This is an optimization exercise on Yosys and OpenROAD, whose aim is small area, not a production implementation.
The RTL was checked by simulation tests, not by an equivalence proof against the original design.
No activity file was given, so power comes from the tool's default toggle rates.

Setup of rev 12:
==> flow/design.v <==
module usb2_ulpi (
input	wire			reset_n,
output	wire			reset_local,
input	wire			opt_disable_all,
input	wire			opt_enable_hs,
input	wire			opt_ignore_vbus,
output	wire			stat_connected,
output	wire			stat_fs,
output	reg				stat_hs,
input	wire			phy_clk,
input	wire	[7:0]	phy_d_in,
output	wire	[7:0]	phy_d_out_mux,
output	wire			phy_d_oe,
input	wire			phy_dir,
output	wire			phy_stp,
input	wire			phy_nxt,
output	wire			pkt_out_act,
output	wire	[7:0]	pkt_out_byte,
output	wire			pkt_out_latch,
output	wire			pkt_in_cts,
output	wire			pkt_in_nxt,
input	wire	[7:0]	pkt_in_byte,
input	wire			pkt_in_latch,
input	wire			pkt_in_stp,
output	wire			se0_reset,
output	wire	[1:0]	dbg_linestate
);
	localparam		DCW = 8;			 
	localparam		WW = 12;			 
	localparam		N_DEB = 2000;		 
	localparam		N_SE0 = 710;		 
	localparam		N_CHIRP = 600;		 
	localparam [4:0]
		S_RST_0		= 5'd0,
		S_RST_1		= 5'd1,
		S_RST_2		= 5'd2,
		S_RST_3		= 5'd3,
		S_RST_4		= 5'd4,
		S_IDLE		= 5'd5,
		S_PKT_0		= 5'd6,
		S_PKT_1		= 5'd7,
		S_PKT_2		= 5'd8,
		S_CHIRP_0	= 5'd9,
		S_CHIRP_1	= 5'd10,
		S_CHIRP_2	= 5'd11,
		S_CHIRP_3	= 5'd12,
		S_CHIRP_4	= 5'd13,
		S_CHIRP_5	= 5'd14,
		S_X_PID		= 5'd15,	 
		S_X_NOPID	= 5'd16,	 
		S_RX_R4		= 5'd17,	 
		S_RX_I		= 5'd18,	 
		S_RX_C4		= 5'd19,	 
		S_W_RST		= 5'd24,	 
		S_W_A		= 5'd25,	 
		S_W_C0		= 5'd26,	 
		S_W_C4		= 5'd27,	 
		S_S_RST		= 5'd28,	 
		S_S_A		= 5'd29,
		S_S_C0		= 5'd30,
		S_S_C4		= 5'd31;
	localparam [2:0]
		K_00		= 3'd0,
		K_84		= 3'd1,
		K_8A		= 3'd2,
		K_40		= 3'd3,
		K_4P		= 3'd4,
		K_65		= 3'd5,
		K_50		= 3'd6;
	reg				reset_1, reset_2;
	reg				reset_ulpi;
	reg				opt_enable_hs_1, opt_enable_hs_2;
	reg				opt_ignore_vbus_1, opt_ignore_vbus_2;
	reg				phy_dir_1;
	reg		[2:0]	phy_d_k;
	reg				phy_d_f;
	reg				phy_d_sel;
	reg				phy_stp_out;
	reg		[1:0]	line_state;
	reg				vbus_valid;
	reg				rx_active;
	reg				vbus_valid_1;
	reg				know_recv_packet;
	reg		[3:0]	tx_pid;
	reg				pkt_in_latch_defer;
	reg				can_send;
	reg		[4:0]	state;
	reg		[DCW-1:0]	dc;
	reg		[WW-1:0]	dc_wrap;
	wire			dc_max = &dc;
	wire			dir_rise = phy_dir & ~phy_dir_1;
	wire			st_w = (state[4:2] == 3'b110);
	wire			st_s = (state[4:2] == 3'b111);
	wire			st_pkt = (state == S_PKT_1) | (state == S_PKT_2);
	assign	reset_local		= reset_n & reset_ulpi;
	assign	stat_connected	= vbus_valid;
	assign	stat_fs			= 1'b0;
	assign	dbg_linestate	= line_state;
	assign	se0_reset		= (dc_wrap == N_SE0);
	assign	phy_d_oe		= !phy_dir_1;
	assign	phy_stp			= phy_stp_out ^ pkt_in_stp;
	assign	pkt_out_act		= (rx_active | know_recv_packet) & phy_dir;
	assign	pkt_out_latch	= pkt_out_act & phy_nxt;
	assign	pkt_out_byte	= pkt_out_latch ? phy_d_in : 8'h0;
	assign	pkt_in_cts		= ~phy_dir & can_send;
	assign	pkt_in_nxt		= phy_nxt & st_pkt;
	reg		[7:0]	phy_d_out;
	always @(*) begin
		case (phy_d_k)
		K_84:		phy_d_out = 8'h84;
		K_8A:		phy_d_out = 8'h8A;
		K_40:		phy_d_out = 8'h40;
		K_4P:		phy_d_out = {4'h4, tx_pid};
		K_65:		phy_d_out = 8'h65;
		K_50:		phy_d_out = 8'h50;
		default:	phy_d_out = 8'h00;
		endcase
	end
	assign	phy_d_out_mux	= phy_d_sel ? pkt_in_byte : phy_d_out;
	reg		[2:0]	k_next;
	always @(*) begin
		k_next = K_00;
		case (state)
		S_W_RST:	k_next = phy_nxt ? K_65 : phy_d_f ? K_84 : K_00;
		S_W_A:		k_next = phy_nxt ? K_00 : phy_d_f ? K_8A : K_00;
		S_W_C0:		k_next = phy_nxt ? K_50 : phy_d_f ? K_84 : K_00;
		S_W_C4:		k_next = phy_nxt ? K_40 : phy_d_f ? K_84 : K_00;
		S_PKT_1:	k_next = K_4P;
		S_PKT_2:	k_next = pkt_in_stp ? K_00 : K_4P;
		S_CHIRP_2:	k_next = (phy_nxt | phy_d_f) ? K_00 : K_40;
		default:	k_next = K_00;
		endcase
	end
	reg		[4:0]	st_next;
	always @(*) begin
		st_next = state;
		case (state)
		S_RST_0:	st_next = opt_disable_all ? S_RST_0 : S_RST_1;
		S_RST_1:	if (~phy_dir & (dc_wrap == N_DEB)) st_next = S_W_RST;
		S_RST_2:	if (phy_dir) st_next = S_RST_3; else if (dc_max) st_next = S_RST_0;
		S_RST_3:	if (phy_dir) st_next = S_RX_R4;
		S_RST_4:	st_next = S_W_A;
		S_IDLE: begin
			if (dir_rise) st_next = S_RX_I;
			else if (pkt_in_latch | pkt_in_latch_defer) st_next = S_PKT_0;
			else if (se0_reset & opt_enable_hs_2) st_next = S_CHIRP_0;
		end
		S_RX_R4:	if (~phy_dir) st_next = S_RST_4;
		S_RX_I:		if (~phy_dir) st_next = S_IDLE;
		S_RX_C4:	if (~phy_dir) st_next = S_CHIRP_4;
		S_W_RST, S_W_A, S_W_C0, S_W_C4:
					if (phy_nxt) st_next = {3'b111, state[1:0]};
		S_S_RST:	st_next = S_RST_2;
		S_S_A:		st_next = S_IDLE;
		S_S_C0:		st_next = S_CHIRP_1;
		S_S_C4:		st_next = S_CHIRP_5;
		S_PKT_0:	st_next = S_X_PID;
		S_X_PID:	st_next = S_PKT_1;
		S_PKT_1:	if (phy_nxt) st_next = S_PKT_2;
		S_PKT_2:	if (pkt_in_stp) st_next = S_IDLE;
		S_CHIRP_0:	st_next = S_W_C0;
		S_CHIRP_1:	st_next = S_X_NOPID;
		S_X_NOPID:	st_next = S_CHIRP_2;
		S_CHIRP_2:	if (phy_nxt & (dc_wrap == N_CHIRP)) st_next = S_CHIRP_3;
		S_CHIRP_3:	if (dir_rise) st_next = S_RX_C4;
		S_CHIRP_4:	if (~phy_dir & (phy_d_in == 8'h0)) st_next = S_W_C4;
		S_CHIRP_5:	st_next = S_IDLE;
		default:	st_next = S_RST_0;
		endcase
	end
	wire	st_rst0 = (state == S_RST_0);
	wire	st_idle = (state == S_IDLE);
	wire	st_rx = (state == S_RX_R4) | (state == S_RX_I) | (state == S_RX_C4);
	wire	vbus_drop = ~opt_ignore_vbus_2 & ~vbus_valid & vbus_valid_1;
always @(posedge phy_clk) begin
	{reset_2, reset_1} <= {reset_1, reset_n};
	{opt_enable_hs_2, opt_enable_hs_1} <= {opt_enable_hs_1, opt_enable_hs};
	{opt_ignore_vbus_2, opt_ignore_vbus_1} <= {opt_ignore_vbus_1, opt_ignore_vbus};
	vbus_valid_1 <= vbus_valid & ~st_rst0;
	phy_dir_1 <= phy_dir | st_rst0;
	if (st_rst0 | (st_idle & dir_rise))
		dc <= 0;
	else
		dc <= dc + 1'b1;
	phy_stp_out <= st_s | ((state == S_CHIRP_2) & phy_nxt & (dc_wrap == N_CHIRP));
	phy_d_k <= st_rst0 ? K_00 : k_next;
	phy_d_f <= st_w | ((state == S_CHIRP_2) & (phy_d_f | phy_nxt));
	if (st_rst0 | ((state == S_PKT_2) & pkt_in_stp))
		pkt_in_latch_defer <= 1'b0;
	else if (pkt_in_latch)
		pkt_in_latch_defer <= 1'b1;
	if (st_rst0 | (state == S_PKT_0))
		can_send <= 1'b0;
	else if (st_idle)
		can_send <= ~dir_rise;
	if (st_rst0)
		stat_hs <= 1'b0;
	else if (state == S_CHIRP_5)
		stat_hs <= 1'b1;
	if (state == S_PKT_0)
		tx_pid <= pkt_in_byte[3:0];
	if (st_rst0 | (state == S_CHIRP_1) | (st_idle & (line_state != 2'b00)))
		dc_wrap <= 0;
	else if (dc_max & ((state == S_RST_1) | st_idle | ((state == S_CHIRP_2) & phy_nxt)))
		dc_wrap <= dc_wrap + 1'b1;
	state <= st_next;
	if (~reset_2) begin
		state <= S_RST_0;
		reset_ulpi <= 1'b0;
		line_state <= 2'b00;
		vbus_valid <= 1'b0;
		rx_active <= 1'b0;
		know_recv_packet <= 1'b0;
		phy_d_sel <= 1'b0;
	end else begin
		if (state == S_RST_1) reset_ulpi <= 1'b1;
		if (st_rx & ~phy_nxt) begin
			line_state <= phy_d_in[1:0];
			vbus_valid <= &phy_d_in[3:2];
			rx_active <= phy_d_in[4];
		end
		if (st_idle) know_recv_packet <= dir_rise & phy_nxt;
		if ((state == S_PKT_1) & phy_nxt) phy_d_sel <= 1'b1;
		else if ((state == S_PKT_2) & pkt_in_stp) phy_d_sel <= 1'b0;
	end
	if (vbus_drop) begin
		reset_ulpi <= 1'b0;
		state <= S_RST_0;
	end
end
endmodule
Settings: LEC_CHECK=0, CAP_MARGIN=20, CORE_MARGIN=2, CORE_UTILIZATION=40, PLACE_DENSITY=0.6, SLEW_MARGIN=20; clock period 10.0 ns.
run.sh (not shown) runs the stock make flow with config.mk's settings and CLKGATE_MAP_FILE= SYNTH_SCRIPT=/design/flow/synth_recipe.tcl, a recipe that flattens the netlist after the stock synthesis.
[inputs] rev 13 vs rev 12
==> flow/flow/run.sh (new file) <==
#!/bin/bash
# Standard ORFS layout, with buf_1 as the port buffer cell.
set -euo pipefail
bash standard.sh "BUFFER_PORTS_ARGS=-buffer_cell sky130_fd_sc_hd__buf_1" finish > standard_flow.log 2>&1
==> flow/standard.sh (new file) <==
#!/bin/bash
# synth_recipe.tcl (not shown) runs the flow's synth.tcl, then flattens the netlist and writes it again
# the make line also repeats each setting of config.mk as NAME=value (left out here)
make -C /OpenROAD-flow-scripts/flow DESIGN_CONFIG=/design/flow/config.mk WORK_HOME=/design/flow/orfs CLKGATE_MAP_FILE= SYNTH_SCRIPT=/design/flow/synth_recipe.tcl "${@:-finish}"
removed: flow/run.sh
==> comparison <==
- Rev 13 completed every stage of the flow, and the final layout passed the timing, DRC and antenna checks.
- From rev 13 to rev 12, async set or reset register ratio after synthesis did not move at all.
- Overall die area came out exactly the same in rev 12 and rev 13.
- Compared to rev 12, rev 13 has aggregate global-route resource usage 0.48 points lower.
- From rev 12 to rev 13 the numbers moved as follows: combinational power was more or less identical; hold slack went down by 0.0072 ns.
- Relative to rev 12, the count of non-CTS buffers in the layout of rev 13 is higher by 3.

## afterwards: timing with drivers on the ports
The results above use ideal ports. As a check the final layouts listed here were re-extracted and re-timed, cells and wires unchanged. Step 1, drivers: a clkbuf_16 drives phy_clk and a buf_2 each remaining input, both assumed. Step 2 adds t to the input delays and takes it off the output delays; t is the mean of the earliest and latest rising clock arrival at the registers after step 1. Input paths then give back, and output paths get back, about the clock's delay inside the block. Three values: no drivers, after step 1, after step 2; two values: the first two.
| run | t, ns | setup slack, ns | worst data-port slew with drivers (ns) |
|---|---|---|---|
| rev 12 | 0.341 | 4.183 / 4.157 / 4.157 | 0.04 |
| rev 13 | 0.337 | 4.925 / 4.899 / 4.899 | 0.03 |
After both steps setup and hold are still met in every run listed.
